This is an optimization exercise on Yosys and OpenROAD, whose aim is small area, a short achievable clock period and few clock cycles, not a production implementation.
The RTL was checked by simulation tests, not by an equivalence proof against the original design.
Power and IR drop assume default switching activity.

<file path="design/flow/config.mk">
export PLATFORM = sky130hd
export DESIGN_NAME = JAM
export DESIGN_NICKNAME = JAM
export VERILOG_FILES = /design/flow/design.v
export SDC_FILE = /design/flow/constraint.sdc
export NUM_CORES = 4
export LEC_CHECK = 0
export CAP_MARGIN = 20
export CORE_MARGIN = 2
export CORE_UTILIZATION = 40
export PLACE_DENSITY = 0.6
export SLEW_MARGIN = 20
</file>
<file path="design/flow/constraint.sdc">
create_clock -name core_clock -period 10.0 [get_ports {CLK}]
set_input_delay 2.0000 -clock core_clock [delete_from_list [all_inputs] [get_ports {CLK}]]
set_output_delay 2.0000 -clock core_clock [all_outputs]
set_load 0.01 [all_outputs]
</file>
<file path="design/flow/design.v">
module JAM (
    input CLK,
    input RST,
    output reg [2:0] W,
    output reg [2:0] J,
    input [6:0] Cost,
    output reg [3:0] MatchCount,
    output reg [9:0] MinCost,
    output reg Valid );
reg [2:0] state;
parameter FindPivot = 0, MinusCost = 1, Change = 2, Flip = 3, CountCost = 4;
reg [2:0] arrange [0:7];
reg [2:0] findCount;
reg [2:0] pivot;
reg findPivot;
reg [2:0] minusCount;
reg [2:0] changeIndex;
reg [3:0] flipCount;
wire [2:0] flipBound;
assign flipBound = ((7 - pivot) >> 1) + 1;
reg [9:0] currCost;
reg [3:0] costCount;
always@(*) begin
    if (state == CountCost) begin
        W = costCount;
        J = arrange[costCount];  
    end
    else if (state == MinusCost) begin
        W = minusCount;
        J = arrange[minusCount];  
    end
    else begin
        W = 0;
        J = 0;
    end
end
always@(posedge CLK, posedge RST)begin
    if (RST) begin
        state <= CountCost;
        arrange[0] <= 0;
        arrange[1] <= 1;
        arrange[2] <= 2;
        arrange[3] <= 3;
        arrange[4] <= 4;
        arrange[5] <= 5;
        arrange[6] <= 6;
        arrange[7] <= 7;
        currCost <= 0;
        costCount <= 0;
        pivot <= 0;
        MatchCount <= 0;
        MinCost <= 10'd1023;
        Valid <= 0;
    end
    else if (state == CountCost) begin
        if (costCount <= 7) begin
            currCost <= currCost + Cost;
            costCount <= costCount + 1;
        end
        else begin
            state <= FindPivot;
            findCount <= 7;
            findPivot <= 0;
            if (currCost < MinCost) begin
                MinCost <= currCost;
                MatchCount <= 1;
            end
            else if (currCost == MinCost) begin
                MatchCount <= MatchCount + 1;
            end
        end
    end
    else if (state == FindPivot) begin
        if (findCount > 0) begin
            if (arrange[findCount] > arrange[findCount - 1]) begin
                state <= MinusCost;
                minusCount <= findCount - 1;
                pivot <= findCount - 1;
                changeIndex <= findCount;
                findCount <= 7;
            end
            else begin
                findCount <= findCount - 1;
            end
        end
        else begin
            Valid <= 1;
        end
    end 
    else if (state == MinusCost) begin
        if (minusCount < 7) begin
            currCost <= currCost - Cost;
            minusCount <= minusCount + 1;
        end
        else begin
            currCost <= currCost - Cost;
            state <= Change;
        end
    end  
    else if (state == Change) begin
        if (findCount > pivot) begin
            findCount <= findCount - 1;
            if (arrange[findCount] > arrange[pivot] && arrange[findCount] < arrange[changeIndex]) begin
                changeIndex <= findCount;
            end
        end
        else begin
            state <= Flip;
            flipCount <= 1;
            arrange[pivot] <= arrange[changeIndex];
            arrange[changeIndex] <= arrange[pivot];
        end
    end
    else if (state == Flip) begin
        if (flipCount < flipBound) begin
            arrange[pivot + flipCount] <= arrange[7 - flipCount + 1];
            arrange[7 - flipCount + 1] <= arrange[pivot + flipCount];
            flipCount <= flipCount + 1;
        end
        else begin
            state <= CountCost;
            costCount <= pivot;
        end
    end
end
endmodule
</file>
<file path="design/flow/run.sh">
#!/bin/bash
# synth_recipe.tcl (not shown) runs the flow's synth.tcl, then flattens the netlist and writes it again
# the make line also repeats each setting of config.mk as NAME=value (left out here)
make -C /OpenROAD-flow-scripts/flow DESIGN_CONFIG=/design/flow/config.mk WORK_HOME=/design/flow/orfs CLKGATE_MAP_FILE= SYNTH_SCRIPT=/design/flow/synth_recipe.tcl finish
</file>
==> run summary, run 1 <==
outcome=no timing/DRC/antenna violations; slew of the pin with the lowest slew margin=0.925 ns; Int Pwr=0.00157 W; RSZ-0062 raised after global routing=false; post-synthesis async set-or-reset flop share=0.819; RR Endpoint=changeIndex[2]$_DFFE_PP_; CTS Sinks=72; Power Density=408 nW/um^2; Critical Path RT=8.00 ns; r2r setup slk=5.67 ns; Syn Inst Count=901; antenna-violating nets left=0; I/O pins=30; post-CTS sizing=0; Yosys top cell area share=0.118; Core Region=18700 um^2; hold_buf cts=0; Final TNS setup=0 ns; global-route wire length before repair=39800 um; CTS Buf Count=9; Worst setup startpoint=minusCount[2]$_DFFE_PP_; CTS tree=yes; root buffer cell=clkbuf_16; hold path startpoint=Valid$_DFFE_PP0P_; EDFF count, synth=13; Yosys top cell by area=dfrtp_1; Final Cell Area=8140 um^2; initial antenna violation count=0; total power=0.00332 W; Worst-path clk slew=0.06 ns; wire length per cell=22.8 um; post-DP HPWL=17900 um; # fillers=1895; Cell Count, Final, Fillers Out=1114; drt pass-1 iters=6; Setup crit end kind=primary output; CTS H-tree lvls=3; fmax=0.199 GHz; Hold Path End=Valid$_DFFE_PP0P_; CP Max Fanout=11; Reg2Reg Depth=10; fin. max-slew vios=0; Post-CTS Setup Inserts=0; Avg Cell Area, Syn=8.46 um^2; DRC=0; switching power=0.00176 W; Tightest Hold Check Type=reg2reg; startpoint types=register; GPL Wtd Cong=0.978; Max VDD drop=0.000202 V; Antenna diodes=0; Netlist Area Pre-Place=7620 um^2; GR Overflow Total=0; area grow syn2layout=6.82%; Area contributors post-synth=dfrtp_1 (12%), ha_1 (9.7%), dfstp_2 (7.9%), edfxtp_1 (5.1%), nand2_1 (3.9%); number of global-route vias before repair=6804; worst skew pair latency=0.35 ns; leakage dissipation=3.23 nW; placed instance area=7850 um^2; min Tclk post-route=5.02 ns; Die Y=142 um; final hold viol count=0; GRT Total Usage=0.257; max_slew headroom=0.379; largest net degree at the start of global routing=49; Max-cap violations=0; routed vias=7257; sequential power share=0.251; Detailed Route WL=25500 um; port bufs=29; crit share post-route=0.502; #FFs+latches synth=72; Setup Crit Path Kind=reg2out; final number of setup-violating endpoints=0; Yosys warning total=2; Worst Skew=0.00702 ns; Comb power frac=0.650; synthesized net count=971; Vias/cell=6.51; post-synthesis cell type count=98; Hold Path Stages=1; Starting DRT DRC Count=757; DP Cell Count=1098; deepest clock path buffer count=2; Data arrival, critical path=3.02 ns; Final #Nets=945; Clk pwr share=0.099; DIE AREA=20200 um^2; share of cells above drive strength 1=0.118; sw frac=0.528; Chip Width=142 um; register area share after synthesis=0.249; Starting Density=0.407; dominant synthesized flop cell=dfrtp_1; Critical R2R Launch=pivot[2]$_DFFE_PP0P_; Rows=50
## worst max-delay path by stage
| stage | endpoint | slack (ns) | cells after the start |
|---|---|---|---|
| final | J[1] | 4.98 | 7 |
| after global routing | J[1] | 4.80 | 7 |
| after CTS | J[1] | 5.03 | 7 |
| after detailed placement | currCost[8]$_DFFE_PP0P_ | 5.25 | 12 |
| after global placement | currCost[8]$_DFFE_PP0P_ | 5.30 | 12 |
| after floorplan | J[2] | 5.99 | 7 |
## Yosys cell counts (13+ instances only)
library cell / instances
o21ai_0: 51
inv_1: 50
dfstp_2: 23
edfxtp_1: 13
buf_2: 19
nand3_1: 27
nor3_1: 21
a21oi_1: 47
ha_1: 59
a21o_1: 13
clkbuf_1: 37
dfrtp_1: 36
mux2_2: 21
a22oi_1: 18
nand2b_1: 15
a31oi_1: 16
nand2_1: 79
nor2_1: 66
mux2i_1: 19
a221oi_1: 20
## cell families (layout without fill, tap and decap cells)
logic type | after synthesis | after routing | share of synthesized area
adders and majority gates | 61 | 61 | 0.102
AOI/OAI and AO/OA | 285 | 285 | 0.273
DFF | 72 | 72 | 0.249
xor gates and xnor gates | 22 | 22 | 0.0324
buffers and inverters | 124 | 103 | 0.0793
muxes | 45 | 45 | 0.0678
and+or+nand+nor | 292 | 292 | 0.196
## power groups by stage
stage	clock, W	sequential [W]	combinational (W)
after floorplan	0	0.000550	0.00178
after global placement	0	0.000814	0.00210
after detailed placement	0	0.000815	0.00210
after CTS	0.000336	0.000811	0.00212
after global routing	0.000347	0.000846	0.00237
final	0.000330	0.000833	0.00216
## layer usage
layer  track usage  part of all wire  wire length (um)  vias to the layer above
met4         0.119             0.047              1190                        0
met1         0.364              0.44             11300                     3430
li1              -                 -                 -                     3331
met3        0.0498             0.091              2320                       84
met2         0.376              0.42             10700                      412
met5             0                 0                 0                        -
## through the flow
stage                     utilization  hold slack, ns  setup slack, ns
after floorplan                     -           0.471             5.99
after global placement          0.419           0.455             5.30
after detailed placement        0.419           0.457             5.25
after CTS                       0.435           0.477             5.03
after global routing            0.435           0.492             4.80
final                           0.435           0.478             4.98
## critical path, stage by stage (launching register included)
cell	delay (ns)
edfxtp_1	0.57
inv_1	0.16
ha_1	0.27
or4_1	0.52
a21oi_1	0.22
a211oi_1	0.11
o22ai_1	0.24
clkdlybuf4s50_1	0.58
## area by class of cell
type                    count  area (um^2)  share of cell area
flip-flops and latches     72         1900               0.233
clock buffers              12          236              0.0291
well taps                 234          293              0.0360
repair buffers             37          350              0.0431
multi-input cells         705         5120               0.629
inverters                  50          188              0.0231
clock inverters             4         55.1             0.00677
## cell usage in the layout (no fill, tap or decap), drive strengths merged, types with 8 or more instances in the layout
| cell type | instances |
|---|---|
| dfstp | 23 |
| a221oi | 21 |
| a21o | 13 |
| a22oi | 18 |
| and3 | 11 |
| a22o | 9 |
| xnor2 | 12 |
| xor2 | 8 |
| o21ai | 56 |
| nand3 | 27 |
| a21oi | 47 |
| nand2 | 80 |
| clkbuf | 12 |
| a222oi | 12 |
| edfxtp | 13 |
| o211ai | 8 |
| ha | 59 |
| a31oi | 16 |
| nor2b | 10 |
| o22ai | 8 |
| a211oi | 9 |
| inv | 50 |
| dfrtp | 36 |
| nand2b | 15 |
| nor2 | 68 |
| buf | 8 |
| nor3 | 24 |
| mux2 | 23 |
| mux2i | 19 |
| and2 | 9 |
| clkdlybuf4s50 | 29 |
## state kept, by name, summed over array words and instances, names as in the netlist
register	cells
Valid	1
changeIndex	3
arrange	24
pivot	3
state	3
MinCost	10
findCount	3
MatchCount	4
minusCount	3
flipCount	4
currCost	10
costCount	4
Testbench counts, summed over its fixed seeds: cycles 6,007,164.
==> run 2: changes to the inputs <==
==> design/flow/design.v (replaced) <==
module JAM (
    input CLK,
    input RST,
    output [2:0] W,
    output [2:0] J,
    input [6:0] Cost,
    output [3:0] MatchCount,
    output [9:0] MinCost,
    output reg Valid );
localparam SCAN1 = 2'd0, SCAN2 = 2'd1, SUM = 2'd2, DFS = 2'd3;
reg [1:0] state;
reg [2:0] d, cj;
reg [6:0] v [0:7];
reg [6:0] u [0:7];
reg [2:0] a [0:7];
reg [9:0] R [0:7];
reg [2:0] p [0:6];
reg [7:0] used;
reg adv;
reg [9:0] best;
reg [3:0] cnt;
assign W = d;
assign J = cj;
assign MinCost = best;
assign MatchCount = cnt;
function [3:0] lowest;           
    input [7:0] m;
    begin
        casez (m)
            8'b???????1: lowest = 4'b1000;
            8'b??????10: lowest = 4'b1001;
            8'b?????100: lowest = 4'b1010;
            8'b????1000: lowest = 4'b1011;
            8'b???10000: lowest = 4'b1100;
            8'b??100000: lowest = 4'b1101;
            8'b?1000000: lowest = 4'b1110;
            8'b10000000: lowest = 4'b1111;
            default:     lowest = 4'b0000;
        endcase
    end
endfunction
function [7:0] above;
    input [2:0] k;
    begin
        above = 8'hFE << k;
    end
endfunction
function [3:0] next_job;         
    input [7:0] fr;              
    input [2:0] s;
    input [2:0] cur;
    reg [7:0] lo, hi;
    reg [3:0] l1, l2;
    begin
        lo = ~(8'hFF << s);      
        if (cur >= s) begin
            hi = fr & above(cur);
            l1 = lowest(hi);
            l2 = lowest(fr & lo);
            next_job = l1[3] ? l1 : l2;
        end else begin
            next_job = lowest(fr & above(cur) & lo);
        end
    end
endfunction
function [3:0] first_job;
    input [7:0] fr;
    input [2:0] s;
    reg [3:0] l1, l2;
    begin
        l1 = lowest(fr & (8'hFF << s));
        l2 = lowest(fr);
        first_job = l1[3] ? l1 : l2;
    end
endfunction
wire [2:0] dm1 = d - 3'd1;
wire [2:0] dp1 = d + 3'd1;
wire [9:0] K = R[d] - {3'd0, u[d]} - {3'd0, v[cj]};
wire [9:0] S = K + {3'd0, Cost};
wire leaf = (d == 3'd7);
wire le = (S <= best);
wire lt = (S < best);
wire push = !adv && !leaf && le;
wire [7:0] bitcj = 8'd1 << cj;
wire [7:0] used_push = used | bitcj;
wire [3:0] f_push = first_job(~used_push, a[dp1]);
wire [3:0] n_here = next_job(~used, a[d], cj);
wire [7:0] used_pop = used & ~(8'd1 << p[dm1]);
wire [3:0] n_pop = next_job(~used_pop, a[dm1], p[dm1]);
wire [6:0] vc = v[cj];
wire [6:0] vmin = (d == 3'd0 || Cost < vc) ? Cost : vc;
wire [6:0] x = Cost - vc;
wire [6:0] ud = u[d];
wire [6:0] ud1 = u[dm1];
wire [9:0] addend = (d == 3'd0) ? {3'd0, vc} : (cj == 3'd0) ? {3'd0, ud1} : 10'd0;
integer i;
always @(posedge CLK or posedge RST) begin
    if (RST) begin
        state <= SCAN1;
        d <= 3'd0;
        cj <= 3'd0;
        best <= 10'h3FF;
        cnt <= 4'd0;
        Valid <= 1'b0;
        adv <= 1'b0;
        used <= 8'd0;
    end else begin
        case (state)
        SCAN1: begin
            v[cj] <= vmin;
            d <= dp1;
            if (d == 3'd7) begin
                cj <= cj + 3'd1;
                if (cj == 3'd7) state <= SCAN2;
            end
        end
        SCAN2: begin
            if (cj == 3'd0 || x < ud) begin
                u[d] <= x;
                a[d] <= cj;
            end
            R[0] <= ((d == 3'd0 && cj == 3'd0) ? 10'd0 : R[0]) + addend;
            cj <= cj + 3'd1;
            if (cj == 3'd7) begin
                d <= dp1;
                if (d == 3'd7) state <= SUM;
            end
        end
        SUM: begin
            R[0] <= R[0] + {3'd0, u[7]};
            state <= DFS;
            cj <= a[0];
            used <= 8'd0;
        end
        DFS: if (!Valid) begin
            if (!adv && leaf) begin
                if (lt) begin
                    best <= S;
                    cnt <= 4'd1;
                end else if (S == best) begin
                    cnt <= cnt + 4'd1;
                end
            end
            adv <= 1'b0;
            if (push) begin
                p[d] <= cj;
                for (i = 1; i < 8; i = i + 1)
                    if (dp1 == i) R[i] <= S;
                used <= used_push;
                d <= dp1;
                cj <= f_push[2:0];
            end else if (n_here[3]) begin
                cj <= n_here[2:0];
            end else if (d == 3'd0) begin
                Valid <= 1'b1;
            end else begin
                d <= dm1;
                used <= used_pop;
                if (n_pop[3]) begin
                    cj <= n_pop[2:0];
                end else begin
                    cj <= p[dm1];
                    adv <= 1'b1;
                end
            end
        end
        endcase
    end
end
endmodule
==> run 2 against run 1 <==
- still clean
- first-iteration DRC count increased by 82%
- clock skew increased by 0.0098 ns
- non-clock buffer count rose by 17
- global-route usage is 3.7 points lower
- critical endpoint is now R[6][0]$_DFFE_PP_
==> run summary, run 2 <==
top cell types by occurrence after synthesis=edfxtp_1 (237), nand2_1 (145), inv_1 (90); drt pass-1 iters=9; Antenna diodes=0; wire length per cell=23.2 um; post-CTS sizing=0; post-synthesis cell type count=97; antenna-violating nets left=0; Worst setup startpoint=d[0]$_DFFE_PP0P_; # fillers=3562; RSZ-0062 raised after global routing=false; Max VDD drop=0.000144 V; post-synthesis async set-or-reset flop share=0.119; Reg2Reg Depth=31; Yosys top cell by area=edfxtp_1; area grow syn2layout=11.7%; GPL Wtd Cong=0.922; most frequent cell after synthesis=edfxtp_1; slew of the pin with the lowest slew margin=1.08 ns; area occupied by registers=7930 um^2; biggest regs=R x80, u x56, v x56; routed vias=11.7k; Worst Skew=0.0169 ns; DRC=0; Starting Density=0.408; EDFF count, synth=237; I/O pins=30; Rows=71; global-route wire length before repair=69000 um; Power Density=161 nW/um^2; deepest clock path buffer count=3; dominant synthesized flop cell=edfxtp_1; Chip Width=200 um; Setup Crit Path Kind=reg2reg; min Tclk post-route=8.86 ns; Yosys warning total=6; Vias/cell=6.05; CTS Sinks=269; Core Region=37800 um^2; commonest non-fill, non-tap cell in the layout=edfxtp_1; Max-cap violations=0; Yosys top cell area share=0.461; Avg Cell Area, Syn=11.2 um^2; worst skew pair latency=0.58 ns; Top reg by flops=R; Critical R2R Launch=d[0]$_DFFE_PP0P_; Crit path top cell by count=ha_1; fmax=0.113 GHz; Critical Path RT=10.20 ns; Netlist Area Pre-Place=15400 um^2; Detailed Route WL=44800 um; root buffer cell=clkbuf_16; largest net degree at the start of global routing=50; synthesized net count=1483; most frequent cells in the layout=edfxtp_1 (237), nand2_1 (145), inv_1 (90); Starting DRT DRC Count=1376; slowest cell on the critical path=ha_1; number of global-route vias before repair=11.5k; port bufs=29; Area contributors post-synth=edfxtp_1 (46%), ha_1 (6.2%), dfrtp_1 (3.6%), nand2_1 (3.5%), mux2_2 (3.4%); final hold viol count=0; CTS tree=yes; max_slew headroom=0.280; Largest register FFs=80; fin. max-slew vios=0; Post-CTS Setup Inserts=0; hold path startpoint=best[5]$_DFFE_PP1P_; Hold Path Stages=2; outcome=no timing/DRC/antenna violations; initial antenna violation count=0; Final #Nets=1497; final number of setup-violating endpoints=0; CP Max Fanout=40; GR Overflow Total=0; startpoint types=register; Setup crit end kind=register; hold_buf cts=0; post-DP HPWL=32100 um; register area share after synthesis=0.514; Final TNS setup=0 ns; area occupied by multi-input gates=6790 um^2; Syn Inst Count=1381; crit share post-route=0.886; CP peak stage delay=0.71 ns; share of cells above drive strength 1=0.123; #FFs+latches synth=269; CTS H-tree lvls=1; leakage dissipation=6.41 nW; Die Y=200 um; GRT Total Usage=0.220; Data arrival, critical path=9.06 ns; Worst-path clk slew=0.06 ns; Tightest Hold Check Type=reg2reg; CTS Buf Count=30; Hold WS=0.523 ns; DIE AREA=40100 um^2
==> run 2: cell count changes after synthesis, sizes merged, moves of 21 or more <==
cell	change
a21oi	+27
a222oi	+25
edfxtp	+224
inv	+45
mux2	+25
nand2	+66
nand4	+21
o21ai	+36
==> run 2: layout make-up <==
type	count	area share
inverters	96	0.0212
flip-flops and latches	269	0.460
well taps	511	0.0371
multi-input cells	944	0.394
repair buffers	54	0.0277
clock inverters	20	0.0147
clock buffers	35	0.0447
==> run 2: power by group <==
part           switching (W)  leakage [nW]  total [W]  internal (W)
Clock               0.000463         0.498    0.00114      0.000681
Combinational       0.000219          3.37   0.000335      0.000116
Sequential        0.00000853          2.54    0.00130       0.00129
Total               0.000690          6.41    0.00277       0.00208
==> run 2: per-stage QoR <==
stage	cell area (um^2)	setup slack, ns	util	cells	total power (W)
after global placement	16200	1.43	0.428	1874	0.00164
final	17200	1.14	0.455	1929	0.00277
after global routing	17200	0.449	0.455	1929	0.00288
after CTS	17200	1.19	0.455	1929	0.00279
after detailed placement	16200	1.25	0.428	1874	0.00165
after floorplan	15400	1.86	-	1381	0.00152
==> run 2: per-layer routing <==
metal	global-route usage	routed length, um
met1	0.299	19000
met2	0.364	21200
met3	0.0260	2990
met4	0.0788	1650
met5	0	0
==> run 2: logic make-up (layout without fill, tap and decap cells) <==
logic type,Yosys count,count (layout),share of synthesized area
AO/OA/AOI/OAI,397,397,0.181
multiplexers,63,63,0.0455
flip-flops,269,269,0.514
buffers and inverters,168,205,0.0471
adder cells (fa/ha/maj),93,93,0.0832
XOR/XNOR,31,31,0.0181
AND/OR/NAND/NOR,360,360,0.111
==> run 2: worst max-delay path, delay by kind of cell, from the launching register on <==
kind                     cells  cell delay, ns
adder cells (fa/ha/maj)      7            2.85
AND/OR/NAND/NOR              9            2.50
AO/OA/AOI/OAI               11            2.08
XOR/XNOR                     2            0.49
flip-flops                   1            0.45
buffers and inverters        2            0.10
==> run 2: final timing paths <==
path                                       end  slack (ns)
min in group asynchronous    cj[0]$_DFFE_PP0P_        2.05
setup / recovery             R[6][0]$_DFFE_PP_        1.14
hold / removal             best[5]$_DFFE_PP1P_        0.52
setup reg to reg             R[6][0]$_DFFE_PP_        1.14
hold reg to reg            best[5]$_DFFE_PP1P_        0.52
max in group asynchronous    cj[2]$_DFFE_PP0P_        7.55
Testbench counts of run 2, summed over its fixed seeds: cycles 6,802.

## separate check: timing with driven ports
No port has a modelled driver above. Below, the same layouts with a new extraction and two added sets of constraints. Step 1, drivers: a clkbuf_16 drives CLK and a buf_2 each remaining input, both assumed. Step 2 times the ports against the registers' clock, not the clock port: input delays grow and output delays shrink by t, the midpoint of the rising clock arrivals with the driver on. Three values: ideal, step 1, step 2; two values: the first two.
| run | shift t [ns] | setup slack, ns | hold WS [ns] | slew at the worst register clock pin (ns) |
|---|---|---|---|---|
| run 1 | 0.386 | 4.979 / 4.934 / 5.202 | 0.478 / 0.478 / 0.478 | 0.06 / 0.06 |
| run 2 | 0.621 | 1.136 / 1.136 / 1.136 | 0.523 / 0.523 / 0.523 | 0.07 / 0.07 |
After both steps every run listed still meets setup and hold.
